Source: an optimization exercise on an open RTL-to-GDS flow (aim: small area). Production flows keep margins and buffers that such runs may drop. Only simulation tests tie the RTL to the original design; equivalence was not proved. Power is estimated from default activity; no workload was simulated.

==> run a <==
// motor_subsystem
module motor_subsystem(
    input           reset_n,         
    input           clock,           
    input           spi_clock,       
    input           cs_n,            
    input           mosi,            
    output          miso,            
    output  [3:0]   sr_pwm,          
    output  [3:0]   scl,             
    input   [3:0]   sda_in,          
    output  [3:0]   sda_out,         
    output  [3:0]   sda_oe,          
    output  [3:0]   sd_pwm,          
    output  [3:0]   servo_pwm,       
    output          status_fault,    
    output          status_pi,       
    output          status_ps4,      
    output          status_debug     
);
reg   [10:0]    div_cntr;
always @(posedge clock or negedge reset_n) begin
    if(~reset_n)
        div_cntr    <= 11'h040;
    else
        div_cntr    <= div_cntr + 11'h1;
end
wire            low5        = &div_cntr[4:0];
wire            en5         = low5 & ~div_cntr[5];                       
wire            en6         = low5 & div_cntr[5] & div_cntr[6];          
  ...
==> flow/config.mk <==
export PLATFORM = sky130hd
export DESIGN_NAME = motor_subsystem
export DESIGN_NICKNAME = motor_subsystem
export VERILOG_FILES = /design/flow/design.v
export SDC_FILE = /design/flow/constraint.sdc
export NUM_CORES = 4
export LEC_CHECK = 0
export CAP_MARGIN = 20
export CORE_MARGIN = 2
export CORE_UTILIZATION = 40
export SLEW_MARGIN = 20
==> flow/constraint.sdc <==
create_clock -name core_clock -period 10.0 [get_ports {clock}]
set_input_delay 2.0000 -clock core_clock [delete_from_list [all_inputs] [get_ports {clock}]]
set_output_delay 2.0000 -clock core_clock [all_outputs]
set_load 0.01 [all_outputs]
run.sh (not shown) runs the stock make flow with config.mk's settings and CLKGATE_MAP_FILE= SYNTH_SCRIPT=/design/flow/synth_recipe.tcl, a recipe that flattens the netlist after the stock synthesis.
==> run b (differences from run a) <==
--- a/flow/design.v
+++ b/flow/design.v
@@ -8,10 +8,26 @@
     input           pwm_direction,       
     input   [5:0]   pwm_ratio,           
     output          pwm_signal           
 );
 localparam [11:0] OFFSET = STEER ? 12'd132 : 12'd4;
+function automatic ge_k(input [11:0] x, input [11:0] k);
+    integer i;
+    begin
+        ge_k = 1'b1;
+        for (i = 0; i < 12; i = i + 1)
+            ge_k = k[i] ? (x[i] & ge_k) : (x[i] | ge_k);
+    end
+endfunction
+function automatic le_k(input [11:0] x, input [11:0] k);
+    integer i;
+    begin
+        le_k = 1'b1;
+        for (i = 0; i < 12; i = i + 1)
+            le_k = k[i] ? (~x[i] | le_k) : (~x[i] & le_k);
+    end
+endfunction
 reg  [11:0]  phase;
 reg          pwm_en_sync;
 reg          dir;
 reg  [5:0]   ratio;
 reg          loaded;
@@ -47,22 +63,38 @@
 if (STEER) begin : g_steer
     wire low_band = (phase >= 12'd134) & (phase <= 12'd511);
     wire band_lo  = (phase[11:8] == 4'd2);
     wire band_hi  = (phase[11:8] == 4'd3);
     wire [5:0] q  = phase[7:2];
+    wire [5:0] b = ratio ^ {6{dir}};
+    wire c0 = (q[0] & b[0]) | (dir & (q[0] | b[0]));
+    wire c1 = (q[1] & b[1]) | (c0 & (q[1] | b[1]));
+    wire c2 = (q[2] & b[2]) | (c1 & (q[2] | b[2]));
+    wire c3 = (q[3] & b[3]) | (c2 & (q[3] | b[3]));
+    wire c4 = (q[4] & b[4]) | (c3 & (q[4] | b[4]));
+    wire c5 = (q[5] & b[5]) | (c4 & (q[5] | b[5]));
+    wire       below = ~c5;
     assign pwm_signal = loaded & (low_band |
-                                  (band_lo & (dir | (ratio <= ~q))) |
-                                  (band_hi & dir & (q < ratio)));
+                                  (band_lo & (dir | below)) |
+                                  (band_hi & dir & below));
 end
 else begin : g_drive
     wire low_band = (phase >= 12'd6) & (phase <= 12'd575);
     wire band_lo  = (phase[11:6] == 6'd9);
     wire band_hi  = (phase[11:6] == 6'd10);
     wire [5:0] q  = phase[5:0];
+    wire [5:0] b = ratio ^ {6{dir}};
+    wire c0 = (q[0] & b[0]) | (dir & (q[0] | b[0]));
+    wire c1 = (q[1] & b[1]) | (c0 & (q[1] | b[1]));
+    wire c2 = (q[2] & b[2]) | (c1 & (q[2] | b[2]));
+    wire c3 = (q[3] & b[3]) | (c2 & (q[3] | b[3]));
+    wire c4 = (q[4] & b[4]) | (c3 & (q[4] | b[4]));
+    wire c5 = (q[5] & b[5]) | (c4 & (q[5] | b[5]));
+    wire       below = ~c5;
     assign pwm_signal = low_band |
-                        (band_lo & (dir | (ratio <= ~q))) |
-                        (band_hi & dir & (q < ratio));
+                        (band_lo & (dir | below)) |
+                        (band_hi & dir & below);
 end
 endgenerate
 endmodule
 module pwm
 (
@@ -82,11 +114,23 @@
 end
 always @(posedge clock) begin
     if(clk_en & (step_cnt == 8'h1))
         target      <= duty;
 end
-assign pwm_signal = (step_cnt >= 8'd3) & (step_cnt <= {target, 4'h1});
+wire [3:0] hi = step_cnt[7:4];
+wire       lt3 = ~hi[3] & target[3];
+wire       eq3 = ~(hi[3] ^ target[3]);
+wire       lt2 = ~hi[2] & target[2];
+wire       eq2 = ~(hi[2] ^ target[2]);
+wire       lt1 = ~hi[1] & target[1];
+wire       eq1 = ~(hi[1] ^ target[1]);
+wire       lt0 = ~hi[0] & target[0];
+wire       eq0 = ~(hi[0] ^ target[0]);
+wire       le_lo = ~(|step_cnt[3:1]);
+wire       below = lt3 | eq3 & (lt2 | eq2 & (lt1 | eq1 & (lt0 | eq0 & le_lo)));
+wire       at_least_3 = (|hi) | (&step_cnt[1:0]) | step_cnt[2] | step_cnt[3];
+assign pwm_signal = at_least_3 & below;
 endmodule
 module spi (
     input                   reset_n,     
     input                   clock,       
     input                   spi_clk,     
@@ -261,33 +305,33 @@
     output reg          scl,             
     input               sda_in,          
     output reg          sda_out,         
     output reg          sda_oe           
 );
-localparam      IDLE        = 4'h0;
-localparam      START       = 4'h1;
-localparam      DEV_WR      = 4'h2;
-localparam      ACK0        = 4'h3;
-localparam      READ_ADDR   = 4'h4;
-localparam      ACK1        = 4'h5;
-localparam      REP_START   = 4'h6;
-localparam      DEV_RD      = 4'h7;
-localparam      ACK2        = 4'h8;
-localparam      DATA0       = 4'h9;
-localparam      ACK3        = 4'hA;
-localparam      DATA1       = 4'hB;
-localparam      NACK        = 4'hC;
-localparam      STOP        = 4'hD;
-localparam      PAUSE       = 4'hE;
+localparam      IDLE = 4'b0000;
+localparam      START = 4'b0001;
+localparam      DEV_WR = 4'b1000;
+localparam      ACK0 = 4'b0100;
+localparam      READ_ADDR = 4'b1001;
+localparam      ACK1 = 4'b0101;
+localparam      REP_START = 4'b0010;
+localparam      DEV_RD = 4'b1010;
+localparam      ACK2 = 4'b0110;
+localparam      DATA0 = 4'b1100;
+localparam      ACK3 = 4'b0011;
+localparam      DATA1 = 4'b1101;
+localparam      NACK = 4'b0111;
+localparam      STOP = 4'b1011;
+localparam      PAUSE = 4'b1111;
 localparam      WRITE_DEVICE    = 8'h6C;
 localparam      READ_DEVICE     = 8'h6D;
 localparam      READ_RAW_ANGLE  = 8'h0C;
 reg     [3:0]   ps, ns;
 reg     [2:0]   bit_counter;
 reg     [7:0]   read_data0;
 reg     [3:0]   read_data1;
-wire            byte_state = (ps == DEV_WR) | (ps == READ_ADDR) | (ps == DEV_RD) | (ps == DATA0) | (ps == DATA1);
+wire            byte_state = ps[3] & ~(ps[1] & ps[0]);
 always @(posedge clock or negedge reset_n) begin
     if(~reset_n) begin
         ps              <= IDLE;
         bit_counter     <= 3'b0;
         read_data0      <= 8'b0;
@@ -322,19 +366,19 @@
         STOP:       ns = PAUSE;
         PAUSE:      ns = enable ? IDLE : START;
         default:    ns = IDLE;
     endcase
 end
-reg     [7:0]   wr_byte;
+localparam [7:0] CUR_WR = 8'h36, CUR_RA = 8'h30, CUR_RD = 8'hB6;
+localparam [7:0] PRV_WR = 8'h6C, PRV_RA = 8'h60;
 wire            first_phase = (phase == 2'b00);
-wire    [2:0]   wr_index    = first_phase ? bit_counter - 3'h1 : bit_counter;
-wire            wr_bit      = ~(first_phase & (bit_counter == 3'h0)) & wr_byte[~wr_index];
+reg             wr_bit;
 always @(*) begin
     case(ps)
-        DEV_WR:     wr_byte = WRITE_DEVICE;
-        READ_ADDR:  wr_byte = READ_RAW_ANGLE;
-        default:    wr_byte = READ_DEVICE;
+        READ_ADDR:  wr_bit = first_phase ? PRV_RA[bit_counter] : CUR_RA[bit_counter];
+        DEV_RD:     wr_bit = first_phase ? PRV_WR[bit_counter] : CUR_RD[bit_counter];
+        default:    wr_bit = first_phase ? PRV_WR[bit_counter] : CUR_WR[bit_counter];
     endcase
 end
 always @(*) begin
     case(ps)
         IDLE:       begin scl = 1'b1;              sda_out = 1'b1;                                    sda_oe = 1'b1; end
==> flow/flow/run.sh (new file) <==
#!/bin/bash
# The standard layout (standard.sh) with three changes:
#  - synthesis maps logic with an area-oriented ABC script (flow/synth.tcl, flow/area.abc);
#  - the clock tree uses clkbuf_8 leaf buffers, a clkbuf_16 root and no dummy loads;
#  - port buffers are buf_1.
# Every tool's output is in orfs/logs/; make's own output is in standard.log.
set -uo pipefail
HERE=$(pwd)
CTS="-sink_clustering_enable -repair_clock_nets -root_buf sky130_fd_sc_hd__clkbuf_16 -buf_list {sky130_fd_sc_hd__clkbuf_8} -sink_clustering_size 16 -sink_clustering_max_diameter 60 -dont_use_dummy_load"
bash standard.sh "SYNTH_SCRIPT=$HERE/flow/synth.tcl" "AREA_ABC_SCRIPT=$HERE/flow/area.abc" \
  "CTS_ARGS=$CTS" "BUFFER_PORTS_ARGS=-buffer_cell sky130_fd_sc_hd__buf_1" finish > standard.log 2>&1
==> flow/flow/area.abc (new file) <==
strash
&get -n
&fraig -x
&put
scorr
dc2
dretime
strash
&get -n
&syn2
&dch -f
&nf -R 1000
&put
strash
&get -n
&syn2
&dch -f
&nf -R 1000
&put
==> flow/flow/synth.tcl (new file) <==
# The standard flow's synthesis script (synth_recipe.tcl) with one change: ABC maps the combinational
# logic with an area-oriented script (flow/area.abc) instead of ORFS's speed script.
# Registers are mapped before ABC runs, so they are the standard synthesis's.
proc synth {args} { yosys synth -nofsm -noshare {*}$args }
proc abc {args} {
  set i [lsearch -exact $args -script]
  if {$i >= 0} { lset args [expr {$i+1}] $::env(AREA_ABC_SCRIPT) }
  puts "area abc: $args"
  yosys abc {*}$args
}
source $::env(SCRIPTS_DIR)/synth.tcl
# left out here: clear keep_hierarchy, flatten, clean up, hide names made inside functions, write 1_2_yosys.v
==> flow/standard.sh (new file) <==
#!/bin/bash
# synth_recipe.tcl (not shown) runs the flow's synth.tcl, then flattens the netlist and writes it again
# the make line also repeats each setting of config.mk as NAME=value (left out here)
make -C /OpenROAD-flow-scripts/flow DESIGN_CONFIG=/design/flow/config.mk WORK_HOME=/design/flow/orfs CLKGATE_MAP_FILE= SYNTH_SCRIPT=/design/flow/synth_recipe.tcl "${@:-finish}"
- CORE_UTILIZATION: 40 -> 55
removed: flow/run.sh
==> summary.txt <==
metric	run b	run a
Outcome	finished clean	finished clean
Met2 Track Usage GR	38.3%	29.0%
Max-slew headroom	30.2%	37.4%
Global-route met3 utilization	3.29%	2.79%
Seq. pwr	2.24 mW	2.23 mW
Total number of placement rows	74	92
Final-layout worst hold slack	0.357 ns	0.347 ns
CTS clk-pin slew, worst paths	0.08 ns	0.06 ns
GR met1 Demand/Resource	35.7%	24.4%
Tapcells	532	846
Multi-input comb cells	1413	1579
Peak VDD IR	0.133 mV	0.144 mV
Total met2 wirelength after detailed routing	23.9 mm	27.6 mm
Number of buffers other than clock buffers in the final layout	44	43
Synthesized area	22700 um2	25400 um2
Crit share post-route	51.9%	57.0%
Synth Area in Compound Gates	11.1%	11.4%
P&R area growth vs syn	6.02%	10.5%
Reg power frac	64.7%	49.6%
Number of buffers inserted during clock tree synthesis	42	53
Initial Utilization	55.6%	40.4%
Setup clock skew after layout	0.0554 ns	0.0249 ns
Dpl cell area	23400 um2	26300 um2
Dpl hpwl	37.1 mm	41.6 mm
Area share of buffers outside the clock network	0.948%	1.50%
Chip Height	207 um	256 um

---

==> job 2172: inputs <==
motor_subsystem, a different RTL version from the one above (not shown whole).
Settings: LEC_CHECK=0, CAP_MARGIN=20, CORE_MARGIN=2, CORE_UTILIZATION=55, SLEW_MARGIN=20; clock period 10.0 ns.
standard.sh (not shown) runs the stock make flow with config.mk's settings and CLKGATE_MAP_FILE= SYNTH_SCRIPT=/design/flow/synth_recipe.tcl, a recipe that flattens the netlist after the stock synthesis.
==> flow/flow/run.sh <==
#!/bin/bash
# The standard layout (standard.sh) with three changes:
#  - synthesis maps logic with an area-oriented ABC script (flow/synth.tcl, flow/area.abc),
#    adders included (no separate half/full-adder cell mapping);
#  - the clock tree uses clkbuf_8 buffers and no dummy loads;
#  - port buffers are buf_1.
# Every tool's output is in orfs/logs/; make's own output is in standard.log.
set -uo pipefail
HERE=$(pwd)
CTS="-sink_clustering_enable -repair_clock_nets -root_buf sky130_fd_sc_hd__clkbuf_8 -buf_list {sky130_fd_sc_hd__clkbuf_8} -sink_clustering_size 16 -sink_clustering_max_diameter 60 -dont_use_dummy_load"
bash standard.sh "SYNTH_SCRIPT=$HERE/flow/synth.tcl" "ADDER_MAP_FILE=" "AREA_ABC_SCRIPT=$HERE/flow/area.abc" \
  "CTS_ARGS=$CTS" "BUFFER_PORTS_ARGS=-buffer_cell sky130_fd_sc_hd__buf_1" finish > standard.log 2>&1
==> flow/flow/area.abc <==
strash
&get -n
&fraig -x
&put
scorr
dc2
dretime
strash
&get -n
&syn2
&dch -f
&nf -R 1000
&put
strash
&get -n
&syn2
&dch -f
&nf -R 1000
&put
==> flow/flow/synth.tcl <==
# The standard flow's synthesis script (synth_recipe.tcl) with one change: ABC maps the combinational
# logic with an area-oriented script (flow/area.abc) instead of ORFS's speed script.
# Registers are mapped before ABC runs, so they are the standard synthesis's.
proc synth {args} { yosys synth -nofsm -noshare {*}$args }
proc abc {args} {
  set i [lsearch -exact $args -script]
  if {$i >= 0} { lset args [expr {$i+1}] $::env(AREA_ABC_SCRIPT) }
  puts "area abc: $args"
  yosys abc {*}$args
}
source $::env(SCRIPTS_DIR)/synth.tcl
# left out here: clear keep_hierarchy, flatten, clean up, hide names made inside functions, write 1_2_yosys.v
==> job 8239: changes against job 2172 <==
--- a/flow/design.v
+++ b/flow/design.v
@@ -98,17 +98,24 @@
 endmodule
 module pwm
 (
     input           reset_n,     
     input           clock,       
-    input   [7:0]   step_cnt,    
+    input           clk_en,      
     input   [3:0]   duty,        
     output          pwm_signal   
 );
+reg [7:0]   step_cnt;
 reg [3:0]   target;
+always @(posedge clock or negedge reset_n) begin
+    if(~reset_n)
+        step_cnt    <= 8'h0;
+    else if(clk_en)
+        step_cnt    <= step_cnt + 8'h1;
+end
 always @(posedge clock) begin
-    if(step_cnt == 8'h1)
+    if(clk_en & (step_cnt == 8'h1))
         target      <= duty;
 end
 wire [3:0] hi = step_cnt[7:4];
 wire       lt3 = ~hi[3] & target[3];
 wire       eq3 = ~(hi[3] ^ target[3]);
@@ -214,24 +221,12 @@
     input       [11:0]  angle0, angle1, angle2, angle3,  
     output reg  [7:0]   led_test                     
 );
 reg     [7:0]   servo0, servo1, servo2, servo3;
 reg     [11:0]  snap0, snap1, snap2, snap3;
-wire            snap_wr   = write_en & wr_data[6];
-reg             snap0_v, snap1_v, snap2_v, snap3_v;
-reg             servo0_v, servo1_v, servo2_v, servo3_v;
-always @(posedge clock) begin
-    if(snap_wr & (address == 6'h0A)) snap0 <= angle0;
-    if(snap_wr & (address == 6'h0D)) snap1 <= angle1;
-    if(snap_wr & (address == 6'h10)) snap2 <= angle2;
-    if(snap_wr & (address == 6'h13)) snap3 <= angle3;
-    if(write_en & (address == 6'h14)) servo0 <= wr_data;
-    if(write_en & (address == 6'h15)) servo1 <= wr_data;
-    if(write_en & (address == 6'h16)) servo2 <= wr_data;
-    if(write_en & (address == 6'h17)) servo3 <= wr_data;
-end
 wire drv_bcast = (address == 6'h3) | (address == 6'h1);
+wire snap_wr   = write_en & wr_data[6];
 wire [7:0] ctl_wr = {wr_data[7:6], wr_data[5:0] ^ {6{wr_data[6]}}};
 wire       ctl_addr = (address[5:2] == 4'b0001) | (address == 6'h08) | (address == 6'h0B) |
                       (address == 6'h0E) | (address == 6'h11);
 always @(posedge clock or negedge reset_n) begin
     if(~reset_n) begin
@@ -242,37 +237,37 @@
         drv3        <= 8'h0;
         rot0        <= 8'h0;
         rot1        <= 8'h0;
         rot2        <= 8'h0;
         rot3        <= 8'h0;
-        servo0_v    <= 1'b0;
-        servo1_v    <= 1'b0;
-        servo2_v    <= 1'b0;
-        servo3_v    <= 1'b0;
+        servo0      <= 8'h0;
+        servo1      <= 8'h0;
+        servo2      <= 8'h0;
+        servo3      <= 8'h0;
         led_test    <= 8'h0;
-        snap0_v     <= 1'b0;
-        snap1_v     <= 1'b0;
-        snap2_v     <= 1'b0;
-        snap3_v     <= 1'b0;
+        snap0       <= 12'h0;
+        snap1       <= 12'h0;
+        snap2       <= 12'h0;
+        snap3       <= 12'h0;
     end
     else begin
         if(write_en & ((address == 6'h04) | drv_bcast)) drv0 <= ctl_wr;
         if(write_en & ((address == 6'h05) | drv_bcast)) drv1 <= ctl_wr;
         if(write_en & ((address == 6'h06) | drv_bcast)) drv2 <= ctl_wr;
         if(write_en & ((address == 6'h07) | drv_bcast)) drv3 <= ctl_wr;
         if(write_en & (address == 6'h08)) rot0 <= ctl_wr;
         if(write_en & (address == 6'h0B)) rot1 <= ctl_wr;
         if(write_en & (address == 6'h0E)) rot2 <= ctl_wr;
         if(write_en & (address == 6'h11)) rot3 <= ctl_wr;
-        if(snap_wr & (address == 6'h0A)) snap0_v <= 1'b1;
-        if(snap_wr & (address == 6'h0D)) snap1_v <= 1'b1;
-        if(snap_wr & (address == 6'h10)) snap2_v <= 1'b1;
-        if(snap_wr & (address == 6'h13)) snap3_v <= 1'b1;
-        if(write_en & (address == 6'h14)) servo0_v <= 1'b1;
-        if(write_en & (address == 6'h15)) servo1_v <= 1'b1;
-        if(write_en & (address == 6'h16)) servo2_v <= 1'b1;
-        if(write_en & (address == 6'h17)) servo3_v <= 1'b1;
+        if(snap_wr & (address == 6'h0A)) snap0 <= angle0;
+        if(snap_wr & (address == 6'h0D)) snap1 <= angle1;
+        if(snap_wr & (address == 6'h10)) snap2 <= angle2;
+        if(snap_wr & (address == 6'h13)) snap3 <= angle3;
+        if(write_en & (address == 6'h14)) servo0 <= wr_data;
+        if(write_en & (address == 6'h15)) servo1 <= wr_data;
+        if(write_en & (address == 6'h16)) servo2 <= wr_data;
+        if(write_en & (address == 6'h17)) servo3 <= wr_data;
         if(write_en & (address == 6'h1B)) led_test <= wr_data;
         if(read_en)
             rd_data <= {rd_mux[7:6], rd_mux[5:0] ^ {6{rd_mux[6] & ctl_addr}}};
     end
 end
@@ -282,25 +277,25 @@
         6'h04:   rd_mux = drv0;
         6'h05:   rd_mux = drv1;
         6'h06:   rd_mux = drv2;
         6'h07:   rd_mux = drv3;
         6'h08:   rd_mux = rot0;
-        6'h09:   rd_mux = snap0[7:0] & {8{snap0_v}};
-        6'h0A:   rd_mux = {4'h0, snap0[11:8] & {4{snap0_v}}};
+        6'h09:   rd_mux = snap0[7:0];
+        6'h0A:   rd_mux = {4'h0, snap0[11:8]};
         6'h0B:   rd_mux = rot1;
-        6'h0C:   rd_mux = snap1[7:0] & {8{snap1_v}};
-        6'h0D:   rd_mux = {4'h0, snap1[11:8] & {4{snap1_v}}};
+        6'h0C:   rd_mux = snap1[7:0];
+        6'h0D:   rd_mux = {4'h0, snap1[11:8]};
         6'h0E:   rd_mux = rot2;
-        6'h0F:   rd_mux = snap2[7:0] & {8{snap2_v}};
-        6'h10:   rd_mux = {4'h0, snap2[11:8] & {4{snap2_v}}};
+        6'h0F:   rd_mux = snap2[7:0];
+        6'h10:   rd_mux = {4'h0, snap2[11:8]};
         6'h11:   rd_mux = rot3;
-        6'h12:   rd_mux = snap3[7:0] & {8{snap3_v}};
-        6'h13:   rd_mux = {4'h0, snap3[11:8] & {4{snap3_v}}};
-        6'h14:   rd_mux = servo0 & {8{servo0_v}};
-        6'h15:   rd_mux = servo1 & {8{servo1_v}};
-        6'h16:   rd_mux = servo2 & {8{servo2_v}};
-        6'h17:   rd_mux = servo3 & {8{servo3_v}};
+        6'h12:   rd_mux = snap3[7:0];
+        6'h13:   rd_mux = {4'h0, snap3[11:8]};
+        6'h14:   rd_mux = servo0;
+        6'h15:   rd_mux = servo1;
+        6'h16:   rd_mux = servo2;
+        6'h17:   rd_mux = servo3;
         6'h1B:   rd_mux = led_test;
         default: rd_mux = 8'h0;
     endcase
 end
 endmodule
@@ -427,21 +422,22 @@
     output          status_fault,    
     output          status_pi,       
     output          status_ps4,      
     output          status_debug     
 );
-reg   [18:0]    div_cntr;
+reg   [10:0]    div_cntr;
 always @(posedge clock or negedge reset_n) begin
     if(~reset_n)
-        div_cntr    <= 19'h00400;
+        div_cntr    <= 11'h040;
     else
-        div_cntr    <= div_cntr + 19'h1;
+        div_cntr    <= div_cntr + 11'h1;
 end
 wire            low5        = &div_cntr[4:0];
 wire            en5         = low5 & ~div_cntr[5];                       
-wire            en6         = low5 & div_cntr[5] & ~div_cntr[6];         
-wire  [1:0]     i2c_phase   = {div_cntr[8] ^ (div_cntr[7] & div_cntr[6]), div_cntr[7] ^ div_cntr[6]};
+wire            en6         = low5 & div_cntr[5] & div_cntr[6];          
+wire            en10        = low5 & div_cntr[5] & (div_cntr[10:6] == 5'b10000);    
+wire  [1:0]     i2c_phase   = div_cntr[8:7];
 wire            i2c_step    = en6 & (div_cntr[8:7] == 2'b11);            
 wire            i2c_sample  = en6 & (div_cntr[8:7] == 2'b10);            
 wire  [5:0]     address;
 wire            write_en, read_en;
 wire  [7:0]     wr_data, rd_data;
@@ -511,11 +507,11 @@
 assign servo_pwm = 4'b0;
 wire pwm_light;
 pwm lights(
     .reset_n    (reset_n),
     .clock      (clock),
-    .step_cnt   (div_cntr[18:11]),
+    .clk_en     (en10),
     .duty       (led_test[7:4]),
     .pwm_signal (pwm_light)
 );
 assign status_fault = pwm_light & led_test[0];
 assign status_pi    = pwm_light & led_test[1];
==> job 2372: changes against job 2172 <==
--- a/flow/flow/run.sh
+++ b/flow/flow/run.sh
@@ -6,7 +6,7 @@
 #  - port buffers are buf_1.
 # Every tool's output is in orfs/logs/; make's own output is in standard.log.
 set -uo pipefail
 HERE=$(pwd)
 CTS="-sink_clustering_enable -repair_clock_nets -root_buf sky130_fd_sc_hd__clkbuf_8 -buf_list {sky130_fd_sc_hd__clkbuf_8} -sink_clustering_size 16 -sink_clustering_max_diameter 60 -dont_use_dummy_load"
-bash standard.sh "SYNTH_SCRIPT=$HERE/flow/synth.tcl" "ADDER_MAP_FILE=" "AREA_ABC_SCRIPT=$HERE/flow/area.abc" \
+bash standard.sh "SYNTH_SCRIPT=$HERE/flow/synth.tcl" "ADDER_MAP_FILE=" "REMOVE_ABC_BUFFERS=1" "AREA_ABC_SCRIPT=$HERE/flow/area.abc" \
   "CTS_ARGS=$CTS" "BUFFER_PORTS_ARGS=-buffer_cell sky130_fd_sc_hd__buf_1" finish > standard.log 2>&1
--- a/flow/config.mk
+++ b/flow/config.mk
@@ -6,6 +6,7 @@
 export NUM_CORES = 4
 export LEC_CHECK = 0
 export CAP_MARGIN = 20
 export CORE_MARGIN = 2
 export CORE_UTILIZATION = 55
+export GPL_TIMING_DRIVEN = 0
 export SLEW_MARGIN = 20
==> summary.txt <==
Fill cells: job 2372 3141; job 2172 3129; job 8239 3234
Combinational Power: job 2372 269 uW; job 2172 265 uW; job 8239 202 uW
Internal portion of total power: job 2372 2.66 mW; job 2172 2.65 mW; job 8239 2.54 mW
WHS: job 2372 349 ps; job 2172 351 ps; job 8239 336 ps
Status: job 2372 complete, no violations; job 2172 complete, no violations; job 8239 complete, no violations
Count of antenna diodes in the layout: job 2372 0; job 2172 0; job 8239 1
Largest fanout on the critical path: job 2372 15; job 2172 15; job 8239 1
Dpl hpwl: job 2372 33600 um; job 2172 33500 um; job 8239 34800 um
Die area: job 2372 39200 um2; job 2172 39200 um2; job 8239 39800 um2
Met3 routed wirelength: job 2372 2520 um; job 2172 2770 um; job 8239 2900 um
Post-route design area: job 2372 22200 um2; job 2172 22000 um2; job 8239 22400 um2
Sequential cell count: job 2372 485; job 2172 485; job 8239 477
Pwr Density: job 2372 160 nW/um2; job 2172 161 nW/um2; job 8239 153 nW/um2

re-timing with driven ports:
How much do the figures lean on ideal ports? The routed layouts below were timed once more, with nothing changed but the port constraints. Step 1 sets driving cells, clkbuf_16 on the clock port and buf_2 on the other inputs (assumed; they add their load-dependent delay and slew). Step 2 adds t to the input delays and takes it off the output delays; t is the mean of the earliest and latest rising clock arrival at the registers after step 1. Input paths then give back, and output paths get back, about the clock's delay inside the block. Slacks: no drivers / after step 1 / after step 2; pairs: no drivers / after step 1.
run	shift t [ns]	setup WS [ns]	latest minus earliest clock arrival (ns)	cell pins on the clock port's net
run a	0.663	4.303 / 4.242 / 4.841	0.028 / 0.028	1
run b	0.599	4.806 / 4.746 / 5.345	0.069 / 0.068	1
job 2172	0.651	5.181 / 5.128 / 5.615	0.051 / 0.051	1
job 8239	0.659	4.379 / 4.326 / 4.986	0.047 / 0.047	1
job 2372	0.652	4.705 / 4.651 / 5.303	0.076 / 0.076	1
After both steps setup and hold are still met in every run listed.
